This design comes from an exercise in tuning for small area on the open sky130 flow, not from production work.
Only simulation tests tie the RTL to the original design; equivalence was not proved.
Power and IR drop assume default switching activity. The flow treats the clock pin as an ideal source, which a real chip does not have.

==> run a: inputs <==
==> flow/design.v <==
module top(clk, rst_n, in, valid_in, last_in, out, valid_out, last_out, ready);
	input wire clk, rst_n;
	input wire [32-1:0] in;
	input wire valid_in, last_in;
	output wire [32-1:0] out;
	output wire valid_out, last_out;
	output wire ready;
	reg busy;		 
	reg [4:0] n;		 
	reg [5:0] oc;		 
	reg ta, la;		 
	reg [32-1:0] xa;	 
	wire take = busy & valid_in;
	wire shift = ta | valid_out;
	wire [4:0] nb = ta ? n : 5'd0;
	assign ready = take;
	assign valid_out = (oc >= 6'd5);
	assign last_out = (oc == 6'd36);
always @(posedge clk) begin
	if (!rst_n) begin
		busy <= 1'b0;
		n <= 5'd0;
		oc <= 6'd0;
		ta <= 1'b0;
	end else begin
		if (!busy & valid_in)
			busy <= 1'b1;
		else if (ta & la)
			busy <= 1'b0;
		if (ta)
			n <= la ? 5'd0 : n + 5'd1;
		if (take & last_in)
			oc <= 6'd1;
		else if (oc == 6'd36)
			oc <= 6'd0;
		else if (oc != 6'd0)
			oc <= oc + 6'd1;
		ta <= take;
	end
end
	function cmp16;
		input [15:0] a, b;
		input c;
		integer k;
		reg r;
		begin
			r = c;
			for (k = 0; k < 16; k = k + 1)
				r = (a[k] & ~b[k]) | ((a[k] | ~b[k]) & r);
			cmp16 = r;
		end
	endfunction
	reg p;
always @(posedge clk) begin
	if (!rst_n)
		p <= 1'b0;
	else
		p <= ~p;
end
always @(posedge clk) begin
	la <= last_in;
	xa <= in ^ {32{~p}};
end
	wire [15:0] inp = in[15:0] ^ {16{p}};	 
	wire x0 = cmp16(xa[15:0], inp, ~p);
	reg [32-1:0] q0;			 
	reg [32-1:0] q [1:31];		 
	wire [32-1:0] qo [0:31];		 
	reg [31:0] r0;		 
	wire [31:0] c0, ge, h, s, l;
	genvar i, j;
	generate
		for (i = 0; i < 32; i = i + 1) begin : g_cell
			wire [32-1:0] d;
			assign c0[i] = cmp16(qo[i][15:0], inp, ~p);
			assign ge[i] = (i >= nb) | (p ^ cmp16(qo[i][31:16], xa[31:16], ~r0[i]));
			assign h[i] = ~(shift & ge[i]);
			if (i == 0) begin : b0
				assign s[0] = 1'b0;
				assign l[0] = shift & ge[0];
				assign qo[0] = q0;
				for (j = 0; j < 32; j = j + 1) begin : b
					aoi22 u(.y(d[j]), .a0(h[0]), .a1(q0[j]), .b0(l[0] & ta), .b1(xa[j]));
				end
				always @(posedge clk) begin
					q0 <= d;
					r0[0] <= (h[0] & c0[0]) | (l[0] & x0);
				end
			end else begin : bn
				assign s[i] = shift & ge[i] & ge[i-1];
				assign l[i] = shift & ge[i] & ~ge[i-1];
				assign qo[i] = q[i];
				for (j = 0; j < 32; j = j + 1) begin : b
					aoi222 u(.y(d[j]), .a0(h[i]), .a1(q[i][j]), .b0(s[i]), .b1(qo[i-1][j]), .c0(l[i]), .c1(xa[j]));
				end
				always @(posedge clk) begin
					q[i] <= d;
					r0[i] <= (h[i] & c0[i]) | (s[i] & c0[i-1]) | (l[i] & x0);
				end
			end
		end
	endgenerate
	assign out = q[31] ^ {32{p}};
endmodule
module aoi222(y, a0, a1, b0, b1, c0, c1);
	output wire y;
	input wire a0, a1, b0, b1, c0, c1;
	assign y = ~((a0 & a1) | (b0 & b1) | (c0 & c1));
endmodule
module aoi22(y, a0, a1, b0, b1);
	output wire y;
	input wire a0, a1, b0, b1;
	assign y = ~((a0 & a1) | (b0 & b1));
endmodule
==> flow/flow/run.sh <==
#!/bin/bash
# Layout flow: the standard flow, except that synthesis maps the logic with
# an area-oriented ABC script (flow/area.abc) instead of ORFS's speed script,
# and the clock tree uses fewer, smaller buffers.
# Registers are untouched: synthesis is synth_recipe.tcl as given, with only the
# script argument of its abc call replaced and two small modules kept apart
# until its final flatten.
set -euo pipefail
WORK=$(pwd)
{
	echo "proc abc {args} {"
	echo "  set i [lsearch -exact \$args -script]"
	echo "  if {\$i >= 0} { set args [lreplace \$args [expr {\$i + 1}] [expr {\$i + 1}] {$WORK/flow/area.abc}] }"
	echo "  yosys abc {*}\$args"
	echo "}"
	cat "$WORK/synth_recipe.tcl"
} > "$WORK/own_synth.tcl"
# synthesis with the area script
sed "s#SYNTH_SCRIPT=[^ ]*synth_recipe.tcl#SYNTH_SCRIPT=$WORK/own_synth.tcl#" standard.sh > own_synth.sh
# with each storage bit's and-or-invert (modules aoi222, aoi22 in top.v) mapped
# on its own, then flattened as synth_recipe.tcl does
SYNTH_KEEP_MODULES="aoi222 aoi22" bash own_synth.sh synth > "$WORK/synth.log" 2>&1
# the rest of the standard flow; clock tree with large clusters of flip-flops
# on clkbuf_16 leaves and no dummy loads
export CTS_ARGS="-sink_clustering_enable -repair_clock_nets -sink_clustering_size 30 -sink_clustering_max_diameter 100 -buf_list sky130_fd_sc_hd__clkbuf_16 -dont_use_dummy_load"
# every port still gets its own buffer, of the platform's smallest buffer cell
export BUFFER_PORTS_ARGS="-buffer_cell sky130_fd_sc_hd__buf_1"
bash standard.sh > "$WORK/layout.log" 2>&1
==> flow/flow/area.abc <==
&get -n
&st
&dch -f
&nf -R 1000
&st
&dch -f
&nf -R 1000
&st
&dch -f
&nf -R 1000
&put
topo
stime -c
==> flow/standard.sh <==
#!/bin/bash
# synth_recipe.tcl (not shown) runs the flow's synth.tcl, then flattens the netlist and writes it again
# the make line also repeats each setting of config.mk as NAME=value (left out here)
make -C /OpenROAD-flow-scripts/flow DESIGN_CONFIG=/design/flow/config.mk WORK_HOME=/design/flow/orfs CLKGATE_MAP_FILE= SYNTH_SCRIPT=/design/flow/synth_recipe.tcl "${@:-finish}"
==> flow/config.mk <==
export PLATFORM = sky130hd
export DESIGN_NAME = top
export DESIGN_NICKNAME = top
export VERILOG_FILES = /design/flow/design.v
export SDC_FILE = /design/flow/constraint.sdc
export NUM_CORES = 4
export LEC_CHECK = 0
export CAP_MARGIN = 10
export CORE_MARGIN = 2
export CORE_UTILIZATION = 80
export SLEW_MARGIN = 10
==> flow/constraint.sdc <==
create_clock -name core_clock -period 8.0 [get_ports {clk}]
set_input_delay 1.6000 -clock core_clock [delete_from_list [all_inputs] [get_ports {clk}]]
set_output_delay 1.6000 -clock core_clock [all_outputs]
set_load 0.01 [all_outputs]
==> run b: changes against run a <==
==> flow/design.v, changed modules only <==
module top(clk, rst_n, in, valid_in, last_in, out, valid_out, last_out, ready);
	input wire clk, rst_n;
	input wire [32-1:0] in;
	input wire valid_in, last_in;
	output wire [32-1:0] out;
	output wire valid_out, last_out;
	output wire ready;
	reg busy;		 
	reg [4:0] n;		 
	reg [5:0] oc;		 
	reg ta, la;		 
	reg [32-1:0] xa;	 
	wire take = busy & valid_in;
	wire shift = ta | valid_out;
	wire [4:0] nb = ta ? n : 5'd0;
	assign ready = take;
	assign valid_out = (oc >= 6'd5);
	assign last_out = (oc == 6'd36);
always @(posedge clk) begin
	if (!rst_n) begin
		busy <= 1'b0;
		n <= 5'd0;
		oc <= 6'd0;
		ta <= 1'b0;
	end else begin
		if (!busy & valid_in)
			busy <= 1'b1;
		else if (ta & la)
			busy <= 1'b0;
		if (ta)
			n <= la ? 5'd0 : n + 5'd1;
		if (take & last_in)
			oc <= 6'd1;
		else if (oc == 6'd36)
			oc <= 6'd0;
		else if (oc != 6'd0)
			oc <= oc + 6'd1;
		ta <= take;
	end
end
	function cmp16;
		input [15:0] a, b;
		input c;
		integer k;
		reg r;
		begin
			r = c;
			for (k = 0; k < 16; k = k + 1)
				r = (a[k] & ~b[k]) | ((a[k] | ~b[k]) & r);
			cmp16 = r;
		end
	endfunction
	reg p;
always @(posedge clk) begin
	if (!rst_n)
		p <= 1'b0;
	else
		p <= ~p;
end
always @(posedge clk) begin
	la <= last_in;
	xa <= in ^ {32{~p}};
end
	wire [15:0] inp = in[15:0] ^ {16{p}};	 
	wire x0 = cmp16(xa[15:0], inp, ~p);
	reg [32-1:0] q0;			 
	reg [32-1:0] q [1:31];		 
	wire [32-1:0] qo [0:31];		 
	reg [31:0] r0;		 
	wire [31:0] c0, ge, h, s, l;
	genvar i;
	generate
		for (i = 0; i < 32; i = i + 1) begin : g_cell
			wire [32-1:0] d;
			assign c0[i] = cmp16(qo[i][15:0], inp, ~p);
			assign ge[i] = (i >= nb) | (p ^ cmp16(qo[i][31:16], xa[31:16], ~r0[i]));
			assign h[i] = ~(shift & ge[i]);
			if (i == 0) begin : b0
				assign s[0] = 1'b0;
				assign l[0] = shift & ge[0];
				assign qo[0] = q0;
				assign d = ~(({32{h[0]}} & q0) | ({32{l[0] & ta}} & xa));
				always @(posedge clk) begin
					q0 <= d;
					r0[0] <= (h[0] & c0[0]) | (l[0] & x0);
				end
			end else begin : bn
				assign s[i] = shift & ge[i] & ge[i-1];
				assign l[i] = shift & ge[i] & ~ge[i-1];
				assign qo[i] = q[i];
				assign d = ~(({32{h[i]}} & q[i]) | ({32{s[i]}} & qo[i-1]) | ({32{l[i]}} & xa));
				always @(posedge clk) begin
					q[i] <= d;
					r0[i] <= (h[i] & c0[i]) | (s[i] & c0[i-1]) | (l[i] & x0);
				end
			end
		end
	endgenerate
	assign out = q[31] ^ {32{p}};
endmodule
// module aoi222 removed
// module aoi22 removed
==> flow/flow/run.sh (replaced) <==
#!/bin/bash
# Layout flow: the standard flow, except that synthesis maps the logic with
# an area-oriented ABC script (flow/area.abc) instead of ORFS's speed script,
# and the clock tree uses fewer, smaller buffers.
# Registers are untouched: synthesis is synth_recipe.tcl as given, with only the
# script argument of its abc call replaced.
set -euo pipefail
WORK=$(pwd)
{
	echo "proc abc {args} {"
	echo "  set i [lsearch -exact \$args -script]"
	echo "  if {\$i >= 0} { set args [lreplace \$args [expr {\$i + 1}] [expr {\$i + 1}] {$WORK/flow/area.abc}] }"
	echo "  yosys abc {*}\$args"
	echo "}"
	cat "$WORK/synth_recipe.tcl"
} > "$WORK/own_synth.tcl"
# synthesis with the area script
sed "s#SYNTH_SCRIPT=[^ ]*synth_recipe.tcl#SYNTH_SCRIPT=$WORK/own_synth.tcl#" standard.sh > own_synth.sh
bash own_synth.sh synth > "$WORK/synth.log" 2>&1
# the rest of the standard flow; clock tree with large clusters of flip-flops
# on clkbuf_16 leaves and no dummy loads
export CTS_ARGS="-sink_clustering_enable -repair_clock_nets -sink_clustering_size 30 -sink_clustering_max_diameter 100 -buf_list sky130_fd_sc_hd__clkbuf_16 -dont_use_dummy_load"
bash standard.sh > "$WORK/layout.log" 2>&1
- CORE_UTILIZATION: 80 -> 70
==> run c: changes against run a <==
==> flow/design.v, changed modules only <==
module top(clk, rst_n, in, valid_in, last_in, out, valid_out, last_out, ready);
	input wire clk, rst_n;
	input wire [32-1:0] in;
	input wire valid_in, last_in;
	output wire [32-1:0] out;
	output wire valid_out, last_out;
	output wire ready;
	reg busy;		 
	reg [4:0] n;		 
	reg [5:0] oc;		 
	reg [32-1:0] v [0:31];
	wire take = busy & valid_in;
	wire shift = take | valid_out;
	wire [4:0] nb = take ? n : 5'd0;
	assign ready = take;
	assign valid_out = (oc >= 6'd5);
	assign last_out = (oc == 6'd36);
	assign out = v[31];
always @(posedge clk) begin
	if (!rst_n) begin
		busy <= 1'b0;
		n <= 5'd0;
		oc <= 6'd0;
	end else begin
		if (!busy & valid_in)
			busy <= 1'b1;
		else if (take & last_in)
			busy <= 1'b0;
		if (take)
			n <= last_in ? 5'd0 : n + 5'd1;
		if (take & last_in)
			oc <= 6'd1;
		else if (oc == 6'd36)
			oc <= 6'd0;
		else if (oc != 6'd0)
			oc <= oc + 6'd1;
	end
end
	wire [31:0] ge;
	function ge32;
		input [31:0] a, b;
		integer k;
		reg r;
		begin
			r = 1'b1;
			for (k = 0; k < 32; k = k + 1)
				r = (a[k] & ~b[k]) | ((a[k] | ~b[k]) & r);
			ge32 = r;
		end
	endfunction
	genvar i;
	generate
		for (i = 0; i < 32; i = i + 1) begin : g_cell
			assign ge[i] = (i >= nb) | ge32(v[i], in);
			if (i == 0) begin : c0
				always @(posedge clk)
					if (shift & ge[0])
						v[0] <= in;
			end else begin : cn
				always @(posedge clk)
					if (shift & ge[i])
						v[i] <= ge[i-1] ? v[i-1] : in;
			end
		end
	endgenerate
endmodule
// module aoi222 removed
// module aoi22 removed
==> flow/run.sh (new file) <==
#!/bin/bash
# synth_recipe.tcl (not shown) runs the flow's synth.tcl, then flattens the netlist and writes it again
# the make line also repeats each setting of config.mk as NAME=value (left out here)
make -C /OpenROAD-flow-scripts/flow DESIGN_CONFIG=/design/flow/config.mk WORK_HOME=/design/flow/orfs CLKGATE_MAP_FILE= SYNTH_SCRIPT=/design/flow/synth_recipe.tcl finish
- CAP_MARGIN: 10 -> 20
- CORE_UTILIZATION: 80 -> 40
- SLEW_MARGIN: 10 -> 20
removed: flow/flow/run.sh
removed: flow/flow/area.abc
removed: flow/standard.sh
==> qor summary <==
item	run b	run a	run c
Run status	timing/DRC/antenna clean	timing/DRC/antenna clean	timing/DRC/antenna clean
Tightest hold margin	462 ps	461 ps	465 ps
Adder and majority gate portion of the synthesized area	8.19%	11.2%	5.87%
Global routing usage on met1	39.7%	46.3%	34.7%
Most common library cell in the layout ignoring fill and taps	sky130_fd_sc_hd__dfxtp_1	sky130_fd_sc_hd__dfxtp_1	sky130_fd_sc_hd__edfxtp_1
RR Startpoint	xa[16]	xa[17]	v[11][9]
GRT met3 Usage	3.09%	5.17%	5.74%
Slowest cell on the critical path	sky130_fd_sc_hd__maj3_1	sky130_fd_sc_hd__maj3_1	sky130_fd_sc_hd__nor2_4
Final standard cell utilization of the core	77.5%	88.1%	45.0%
Period minus WS final	6840 ps	7460 ps	5980 ps
Syn Inst Count	4116	3917	5703
Hold Path End	q[17][10]	q[24][16]	busy
Count of antenna diodes in the layout	0	0	7
Unique cell type count in the Yosys netlist	41	47	90
Share of final layout cell area taken by non-clock buffers	4.16%	3.18%	3.64%
Via count of the first global-routing pass	38000	40300	47300
Worst setup slack after layout	1160 ps	536 ps	2020 ps
Cell Int Power	0.0120 W	0.0119 W	0.00999 W
Global-route wire length before repair	186 mm	196 mm	327 mm
CTS Sinks	1102	1102	1036
Per-cell via count in the routed design	7.62	8.28	6.30

==> re-timing with driven ports <==
The results above use ideal ports. As a check the final layouts listed here were re-extracted and re-timed, cells and wires unchanged. Step 1, drivers: a clkbuf_16 drives clk and a buf_2 each remaining input, both assumed. Step 2 also shifts input and output timing later by t, the mid clock arrival at the registers, as if the neighbouring blocks saw the same clock. Three values: ideal, step 1, step 2; two values: the first two.
run | t (ns) | setup slack, ns | hold WS [ns] | worst setup path after step 2 | slew at the worst register clock pin (ns)
run a | 0.698 | 0.536 / 0.578 / -0.120 | 0.461 / 0.461 / 0.461 | input to register | 0.12 / 0.12
run b | 0.685 | 1.156 / 1.202 / 0.517 | 0.462 / 0.462 / 0.462 | input to register | 0.12 / 0.12
run c | 0.841 | 2.020 / 2.083 / 1.241 | 0.465 / 0.465 / 0.465 | input to register | 0.07 / 0.07
Met with ideal ports but missed after step 2: setup timing in run a. For run c, which loses most, drivers alone change the setup slack by +0.063 ns; drivers and shift together by -0.779 ns.
